This is an optimization exercise on Yosys and OpenROAD, whose aim is small area, a short achievable clock period and few clock cycles, not a production implementation.
RTL that was checked went through simulation tests only; none was proved equivalent to the original.
Power is estimated from default activity; no workload was simulated.

## red
Design JAM, start of the top module:
module JAM (
    input CLK,
    input RST,
    output [3:0] MatchCount,
    output [9:0] MinCost,
    output       Valid,
    output [2:0] W,
    output [2:0] J,
    input  [6:0] Cost
);
make LEC_CHECK=0 CAP_MARGIN=20 CORE_MARGIN=2 CORE_UTILIZATION=40 SETUP_SLACK_MARGIN=3.5 SLEW_MARGIN=20 finish   # period 7.0 ns
run.sh (not shown) runs the stock make flow with config.mk's settings and CLKGATE_MAP_FILE= SYNTH_SCRIPT=/design/flow/synth_recipe.tcl, a recipe that flattens the netlist after the stock synthesis.
Having completed the whole flow, red delivered a layout that passed the timing, design-rule and antenna checks.
Modified inputs, blue compared to red
- SETUP_SLACK_MARGIN changed from 3.5 to 4.0
==> results.txt <==
The setup slack of blue is larger than that of red. From blue to red, cell depth of the worst setup path did not move at all. Between red and blue, portion of the clock cycle consumed by the worst path in the final layout decreased. red → blue: worst hold margin grew by 0.010 ns, clock skew shrank by 0.011 ns. Detailed-route wire length per cell delta (blue -> red): insignificant.
Function was not checked in any run of this note: the RTL went through the layout flow alone.


== run B ==
JAM, a different RTL version from the one above (not shown whole).
For scale: roughly 420 flip-flops, about 30 I/O pins, ~0.019 sq mm of cells after synthesis.
==> flow/design.v (excerpt) <==
module JAM (
    input CLK,
    input RST,
    output [3:0] MatchCount,
    output [9:0] MinCost,
    output       Valid,
    output [2:0] W,
    output [2:0] J,
    input  [6:0] Cost
);
make LEC_CHECK=0 CAP_MARGIN=20 CORE_MARGIN=2 CORE_UTILIZATION=40 SETUP_SLACK_MARGIN=4.0 SLEW_MARGIN=20 finish   # period 7.0 ns
Run B was carried through to the last stage, and its layout satisfied the timing, design-rule and antenna checks.
Modified inputs, run X compared to run B
Settings: changing CORE_UTILIZATION from 40 to 65.
==> results.txt <==
Compared with run B, run X shows a higher switching power share of the total. Taking run B as 1.0, run X lands at 1.07 on total wirelength of the detailed-routed design. Run B has a higher latest clock arrival within the worst-skew pair than run X. For run X, the worst-path cell with the longest stage delay was dfrtp_4, unlike run B, where it was dfxtp_1. Effective utilization at floorplan came out higher on run X than on run B. On final standard cell count with taps included and fillers excluded: run X sits below run B. Taking run B as the reference point, the period utilization of run X rises by 2.0 points. Run B → run X: number of vias in the routed layout went up by about 7%; buffer count from post-CTS setup fixing has increased; total power rose by about 4%. In the metrics for run X and run B, the one carrying the higher area of the multi-input gates is run X. Compared with run B, run X shows wire length on met1 lower by 260 um.
No functional check of the RTL was part of any run of this note.


JAM, a different RTL version from the one above (not shown whole).
Size: ~2,300 cells after synthesis, roughly 22,000 um2 of cells after synthesis.
// JAM
module JAM (
    input CLK,
    input RST,
    output [3:0] MatchCount,
    output [9:0] MinCost,
    output       Valid,
    output [2:0] W,
    output [2:0] J,
    input  [6:0] Cost
);
localparam ST_SCAN = 2'd0;
localparam ST_Z    = 2'd1;
localparam ST_FIN  = 2'd2;
localparam ST_DONE = 2'd3;
integer k;
reg [1:0] st;
reg [6:0] cnt;
reg [2:0] rc;           
reg [2:0] jr;           
reg [2:0] wr;           
reg [2:0] r;            
reg       first;        
reg       pend;         
reg       pe;           
reg [6:0] dsum;         
reg [6:0] delta;        
reg [8:0] kofs;         
reg [9:0] xh;           
reg [6:0] cost_r;
reg [7:0] dmin;
reg [2:0] j1p, j0p, p1;    
reg [2:0] wp;           
reg [2:0] wro, wpo;     
reg       m1;
reg       aact;
reg [2:0] ar;            
reg [2:0] ac;
reg [9:0] mincost;
reg       valid;
reg [6:0] xz;           
reg [2:0] lp;           
reg [6:0] dmore;        
reg [7:0] zr;
reg [2:0] tpos;         
reg       dst;          
reg       pendc;        
reg       ph1;          
reg [2:0] lvl;
reg [3:0] ds;
reg [7:0] dused;
reg [3:0] dcnt;
reg [55:0] cNV;    
reg [63:0] cM;     
reg [23:0] cW;     
reg [7:0]  cU;     
reg [7:0]  cPd;    
reg [23:0] cP;     
reg [7:0]  cMt;    
reg [55:0] rU;     
reg [7:0]  rV;     
reg [7:0]  rPd;    
assign MatchCount = dcnt;
assign MinCost    = mincost;
assign Valid      = valid;
assign W          = wr;
assign J          = jr;
wire scan = (st == ST_SCAN);
wire zp   = (st == ST_Z);
wire hold1 = scan && (cnt == 7'd1) && aact && !adone;
wire s_proc = scan && (cnt >= 7'd2 && cnt <= 7'd9);
wire fclr = first && scan && (cnt >= 7'd1 && cnt <= 7'd8);   
wire z_proc = zp && (cnt >= 7'd2 && cnt <= 7'd65);
  ...
export LEC_CHECK = 0
export CAP_MARGIN = 20
export CORE_MARGIN = 2
export CORE_UTILIZATION = 40
export CTS_CLUSTER_DIAMETER = 90
export CTS_CLUSTER_SIZE = 25
export SETUP_SLACK_MARGIN = 4.0
export SLEW_MARGIN = 20
create_clock -name core_clock -period 7.0 [get_ports {CLK}]
Edit:
- CTS_CLUSTER_DIAMETER: 90 -> 80
- CTS_CLUSTER_SIZE: 25 -> 20
Result:
- The new run finished with timing, DRC and antenna clean
- wire length goes down slightly
- worst hold slack improved by 0.017 ns
- first-iteration DRC count went down slightly
- clock-buffer cell count increases by 5
- final area stays flat
- critical path depth came out lower by 3
- cell count is about the same
No run of this note included a check of the RTL's function; only the layout flow was run.


JAM, a different RTL version from the one above (not shown whole).
Size in the first run: roughly 2300 cells after synthesis, roughly 430 flip-flops, about 22000 um2 of cells after synthesis.
==> flow/config.mk <==
export PLATFORM = sky130hd
export DESIGN_NAME = JAM
export DESIGN_NICKNAME = JAM
export VERILOG_FILES = /design/flow/design.v
export SDC_FILE = /design/flow/constraint.sdc
export NUM_CORES = 4
export LEC_CHECK = 0
export CAP_MARGIN = 20
export CORE_MARGIN = 2
export CORE_UTILIZATION = 40
export CTS_CLUSTER_DIAMETER = 80
export CTS_CLUSTER_SIZE = 20
export SETUP_SLACK_MARGIN = 4.0
export SLEW_MARGIN = 20
==> flow/constraint.sdc <==
create_clock -name core_clock -period 7.0 [get_ports {CLK}]
set_input_delay 1.4000 -clock core_clock [delete_from_list [all_inputs] [get_ports {CLK}]]
set_output_delay 1.4000 -clock core_clock [all_outputs]
set_load 0.01 [all_outputs]
Testbench counts at the start, summed over its fixed seeds: cycles 4,191.
Edit:
- SETUP_SLACK_MARGIN: 4.0 -> 3.95
What happened: The new run produced a clean layout. Synthesized area does not change. Utilization falls by 0.65 points. Worst hold slack improved by 0.0032 ns. Register-to-register slack is about the same. Final area fell by 1.4%. Cell count decreases by 0.44%. Synthesized cell count stays the same.


lagoon:
Another version of the RTL of JAM (not shown whole).
For scale: about 2400 cells after synthesis, about 440 flip-flops.
Settings: LEC_CHECK=0, CAP_MARGIN=20, CORE_MARGIN=2, CORE_UTILIZATION=40, CTS_CLUSTER_DIAMETER=100, CTS_CLUSTER_SIZE=30, SETUP_SLACK_MARGIN=4.0, SLEW_MARGIN=20; clock period 7.0 ns.
lagoon finished every step from synthesis to the final layout, and the layout passed the timing, design-rule and antenna checks.
Testbench counts of lagoon, summed over its fixed seeds: cycles 4,380.
--- input diff lagoon..amber ---
--- a/flow/config.mk
+++ b/flow/config.mk
@@ -9,6 +9,4 @@
 export CORE_MARGIN = 2
 export CORE_UTILIZATION = 40
-export CTS_CLUSTER_DIAMETER = 100
-export CTS_CLUSTER_SIZE = 30
-export SETUP_SLACK_MARGIN = 4.0
+export SETUP_SLACK_MARGIN = 4.3
 export SLEW_MARGIN = 20
[summary]
Clock network power share for amber is higher than for lagoon.
Between amber and lagoon, it is amber whose final cell utilization of the core is higher, by 4.3 points.
| post-detailed-routing wire length | amber vs lagoon | 4400 µm higher |
Changes in fjord relative to amber:
--- a/flow/config.mk
+++ b/flow/config.mk
@@ -9,4 +9,6 @@
 export CORE_MARGIN = 2
 export CORE_UTILIZATION = 40
-export SETUP_SLACK_MARGIN = 4.3
+export CTS_CLUSTER_DIAMETER = 80
+export CTS_CLUSTER_SIZE = 20
+export SETUP_SLACK_MARGIN = 3.8
 export SLEW_MARGIN = 20
Notes after the runs:
Taking fjord over amber, the sum of internal, switching and leakage power ratio works out to 0.855. Taking fjord as 1.0, amber lands at 1.5 on power in the clock group. Summary of fjord over amber: post-route cell area -9.3%, multi-input logic portion of the cell area saw an increase.
> inputs changed (fjord -> tundra)
--- a/flow/config.mk
+++ b/flow/config.mk
@@ -11,4 +11,4 @@
 export CTS_CLUSTER_DIAMETER = 80
 export CTS_CLUSTER_SIZE = 20
-export SETUP_SLACK_MARGIN = 3.8
+export SETUP_SLACK_MARGIN = 4.0
 export SLEW_MARGIN = 20
[compare] base=fjord new=tundra: total area of multi-input combinational cells went up; core utilization saw an increase; half-perimeter wire length after placement dropped 230 µm.
fjord → tundra: number of vias after detailed routing increased by 75 relative to the old numbers; floorplan die area level; tightest slew margin relative to the limit lower; clock network area share comparable.
The following lists how ember was set up differently from tundra:
--- a/flow/config.mk
+++ b/flow/config.mk
@@ -9,6 +9,4 @@
 export CORE_MARGIN = 2
 export CORE_UTILIZATION = 40
-export CTS_CLUSTER_DIAMETER = 80
-export CTS_CLUSTER_SIZE = 20
 export SETUP_SLACK_MARGIN = 4.0
 export SLEW_MARGIN = 20
Notes after the runs:
Of ember and tundra, it is ember that has the higher worst setup margin. Going from tundra to ember, fraction of power consumed by sequential logic fell 2.3 points; register-to-register slack about even. Internal power consumption delta for ember relative to tundra: about 9% higher.
Relative to ember, the following input files were edited for garnet:
--- a/flow/config.mk
+++ b/flow/config.mk
@@ -6,7 +6,10 @@
 export NUM_CORES = 4
 export LEC_CHECK = 0
+export ABC_AREA = 1
 export CAP_MARGIN = 20
 export CORE_MARGIN = 2
 export CORE_UTILIZATION = 40
+export CTS_CLUSTER_DIAMETER = 80
+export CTS_CLUSTER_SIZE = 20
 export SETUP_SLACK_MARGIN = 4.0
 export SLEW_MARGIN = 20
- The largest incremental delay on the critical path in garnet sits 0.03 ns below the value recorded for ember.
- For the met2 usage in global routing, garnet came in 1.5 points higher than ember did.
- Min power share of the combinational group across garnet and ember: ember
- Looking at core utilization, garnet sits below ember.
- garnet vs ember — cell count after synthesis rose 14%.
- The power number comes out lower for garnet vs ember.
- Taking ember as the reference, in garnet via count higher, leakage power higher.


JAM, a different RTL version from the one above (not shown whole).
Size in the first run: about 430 flip-flops, ~30 I/O pins, about 22,000 µm² of cells after synthesis.
## JAM
module JAM (
    input CLK,
    input RST,
    output [3:0] MatchCount,
    output [9:0] MinCost,
    output       Valid,
    output [2:0] W,
    output [2:0] J,
    input  [6:0] Cost
);
make LEC_CHECK=0 CAP_MARGIN=20 CORE_MARGIN=2 CORE_UTILIZATION=40 CTS_CLUSTER_DIAMETER=80 CTS_CLUSTER_SIZE=20 SETUP_SLACK_MARGIN=4.0 SLEW_MARGIN=20 finish   # period 7.0 ns
Testbench counts at the start, summed over its fixed seeds: cycles 4,380.
==> next run, changes <==
--- a/flow/config.mk
+++ b/flow/config.mk
@@ -11,4 +11,4 @@
 export CTS_CLUSTER_DIAMETER = 80
 export CTS_CLUSTER_SIZE = 20
-export SETUP_SLACK_MARGIN = 4.0
+export SETUP_SLACK_MARGIN = 3.9
 export SLEW_MARGIN = 20
Outcome: Critical path depth drops by 4; hold slack gains 43 ps; power drops slightly.
==> next run, changes <==
--- a/flow/config.mk
+++ b/flow/config.mk
@@ -11,4 +11,4 @@
 export CTS_CLUSTER_DIAMETER = 80
 export CTS_CLUSTER_SIZE = 20
-export SETUP_SLACK_MARGIN = 3.9
+export SETUP_SLACK_MARGIN = 3.95
 export SLEW_MARGIN = 20
Die area does not change.
Clock-buffer cell count shrinks by 3.
Worst setup slack is better by 72 ps.
Global-route usage is higher by 0.45 points.
Register-to-register slack improved by 70 ps.
Sequential cell count stays the same.
Final cell count rises by 0.77%.
==> next run, changes <==
--- a/flow/config.mk
+++ b/flow/config.mk
@@ -9,6 +9,6 @@
 export CORE_MARGIN = 2
 export CORE_UTILIZATION = 40
-export CTS_CLUSTER_DIAMETER = 80
-export CTS_CLUSTER_SIZE = 20
-export SETUP_SLACK_MARGIN = 3.95
+export CTS_CLUSTER_DIAMETER = 90
+export CTS_CLUSTER_SIZE = 22
+export SETUP_SLACK_MARGIN = 4.0
 export SLEW_MARGIN = 20
=> Total power rose slightly. Sequential share of layout area barely changes. Routed wire length fell slightly. Final cell count barely changes. Setup slack got worse by 81 ps. Synthesized cell count stays the same. Die area does not change. Cell area barely changes.


## north
JAM, a different RTL version from the one above (not shown whole).
Size in the first run: about 2200 cells after synthesis, roughly 420 flip-flops, about 21000 um^2 of cells after synthesis.
Settings: LEC_CHECK=0, CAP_MARGIN=20, CORE_MARGIN=2, CORE_UTILIZATION=40, SETUP_SLACK_MARGIN=4.0, SLEW_MARGIN=20; clock period 7.0 ns.
Testbench counts of north, summed over its fixed seeds: cycles 4,694.
Here is what was changed in the inputs of south compared with north.
- swapping 4.0 for 4.5 in SETUP_SLACK_MARGIN
--- outcome ---
NOTE: clock-buffer cell count in south falls short of that of north. Going from north to south, the routed length on met3 was found to have gone down by 110 um. On design area, south does worse than north. south has via count above what north had. south gives more final cell count than north did. Clock network power consumption across south and north: no real change. north leaves less setup margin than south.


run 1:
Another version of the RTL of JAM (not shown whole).
Size: ~2,200 cells after synthesis, roughly 430 flip-flops, about 30 I/O pins, ~21,000 sq um of cells after synthesis.
Settings: LEC_CHECK=0, CAP_MARGIN=20, CORE_MARGIN=2, CORE_UTILIZATION=40, SETUP_SLACK_MARGIN=3.0, SLEW_MARGIN=20; clock period 7.0 ns.
Both conditions hold for run 1: the flow ran to the end and the final layout passed the timing, design-rule and antenna checks.
Testbench counts of run 1, summed over its fixed seeds: cycles 4,374.
> inputs changed (run 1 -> run 2)
Settings: a change of SETUP_SLACK_MARGIN from 3.0 to 3.5.
Results
- Against run 1, the final cell area of run 2 is higher.
- met2 usage for run 2 is higher than for run 1.
- The run showing the smaller routed length on met2 is run 1.
- Total placed cells including tap cells delta (run 1 -> run 2): insignificant


v24:
RTL: one of the versions met above, not the one the previous note started from.
Size in the first run: about 440 flip-flops, roughly 30 I/O pins, ~23,000 um^2 of cells after synthesis.
Settings: LEC_CHECK=0, CAP_MARGIN=20, CORE_MARGIN=2, CORE_UTILIZATION=40, CTS_CLUSTER_DIAMETER=80, CTS_CLUSTER_SIZE=20, SETUP_SLACK_MARGIN=4.1, SLEW_MARGIN=20; clock period 7.0 ns.
Testbench counts of v24, summed over its fixed seeds: cycles 4,380.
The inputs of v27 differ from those of v24 as listed below.
- a change of SETUP_SLACK_MARGIN from 4.1 to 4.0
- a deleted CTS_CLUSTER_DIAMETER that had been 80
- a deleted CTS_CLUSTER_SIZE that had been 20
- an added PLACE_DENSITY of 0.8
## What came out
Changes observed in v27 relative to v24: leakage power total rose by 1.4%, utilization rose by 0.52 points, share of cell area taken by flip-flops and latches fell by 0.38 points.
Looking at the reports, v27 completed the entire flow and the layout it produced met the timing, design-rule and antenna checks.
v24 reached the end of the flow, and the finished layout is clean on the timing, design-rule and antenna checks.
Reported for v24 and v27, overall die width turned out identical to the last digit.
Sequential cell area: v27 vs v24 — no meaningful difference
Looking only at overall routing resource usage, and setting everything else aside, the lower value of v24 and v27 goes to v27.
On fraction of power spent switching nets, the higher figure sits with v24, not v27.
On count of hold-fix buffers inserted at cts, v24 tracks v27 almost exactly.
The following lists how v14 was set up differently from v27:
- CORE_UTILIZATION: 40 -> 50
- CTS_CLUSTER_DIAMETER: unset -> 80
- PLACE_DENSITY: 0.8 -> unset
- CTS_CLUSTER_SIZE: unset -> 20
v14: via count lower than v27. Compared with v27, v14 shows placeable core area lower by 20%. NOTE HPWL after detailed placement v27->v14 increased by a little under 10%. Route | v14 vs v27 | wire longer in v14. [compare] base=v27 new=v14: power per cell area -3.2%, setup clock skew after layout about even.
For v45, these inputs were changed with respect to v14:
- SETUP_SLACK_MARGIN: 4.0 -> 3.9
- CORE_UTILIZATION: 50 -> 40
## What came out
Taking v14 as the reference, in v45 core box area +about 25%; total wirelength of the detailed-routed design +690 um; non-clock buffer total of the final layout -about 23%; sequential power -about 2%. v45 vs v14: slew at the pin closest to its max-slew limit up. | clock tree skew after final layout | v45 vs v14 | 0.010 ns lower |. Across both runs, global-route usage over all layers was lower for v45 than for v14.

## re-timing with driven ports
No port has a modelled driver above. Below, the same layouts with a new extraction and two added sets of constraints. Step 1 (the two cells are an assumption about what drives the block):
set clk [get_ports {CLK}]
set_driving_cell -lib_cell sky130_fd_sc_hd__clkbuf_16 $clk
set_driving_cell -lib_cell sky130_fd_sc_hd__buf_2 [delete_from_list [all_inputs] $clk]
Step 2 times the ports against the registers' clock, not the clock port: input delays grow and output delays shrink by t, the midpoint of the rising clock arrivals with the driver on. a / b / c = no drivers / after step 1 / after step 2; a / b = the first two.
run | t, ns | slack for setup (ns) | worst setup path after step 2
red | 0.659 | 3.489 / 3.489 / 3.489 | register to register
blue | 0.656 | 3.532 / 3.532 / 3.532 | register to register
run B | 0.614 | 3.665 / 3.665 / 3.665 | register to register
run X | 0.579 | 3.527 / 3.527 / 3.527 | register to register
the first run of note 3 | 0.644 | 3.898 / 3.898 / 3.898 | register to register
the second run of note 3 | 0.658 | 3.918 / 3.918 / 3.918 | register to register
the first run of note 4 | 0.654 | 3.852 / 3.852 / 3.772 | input, reset recovery
the second run of note 4 | 0.671 | 3.837 / 3.837 / 3.708 | input, reset recovery
lagoon | 0.625 | 3.950 / 3.947 / 3.914 | input, reset recovery
amber | 0.653 | 3.830 / 3.830 / 3.830 | register to register
fjord | 0.645 | 3.834 / 3.818 / 3.604 | input, reset recovery
tundra | 0.652 | 3.946 / 3.946 / 3.895 | input, reset recovery
ember | 0.651 | 3.954 / 3.954 / 3.877 | input, reset recovery
garnet | 0.653 | 3.721 / 3.721 / 3.721 | register to register
the first run of note 6 | 0.668 | 3.909 / 3.909 / 3.708 | input, reset recovery
the second run of note 6 | 0.661 | 3.922 / 3.922 / 3.656 | input, reset recovery
the third run of note 6 | 0.659 | 3.994 / 3.943 / 3.994 | register to register
the fourth run of note 6 | 0.647 | 3.913 / 3.913 / 3.913 | register to register
north | 0.655 | 3.481 / 3.481 / 3.481 | register to register
south | 0.657 | 3.549 / 3.549 / 3.549 | register to register
run 1 | 0.657 | 3.163 / 3.163 / 3.163 | register to register
run 2 | 0.654 | 3.503 / 3.503 / 3.503 | register to register
v24 | 0.683 | 3.827 / 3.827 / 3.827 | register to register
v27 | 0.659 | 3.971 / 3.971 / 3.738 | input, reset recovery
v14 | 0.669 | 3.841 / 3.841 / 3.796 | input, reset recovery
v45 | 0.659 | 3.911 / 3.890 / 3.557 | input, reset recovery
After both steps setup and hold are still met in every run listed. The setup slack of v45, which loses most, moves by -0.021 ns with the drivers and by -0.354 ns with both steps. Setup slack includes reset recovery checks.
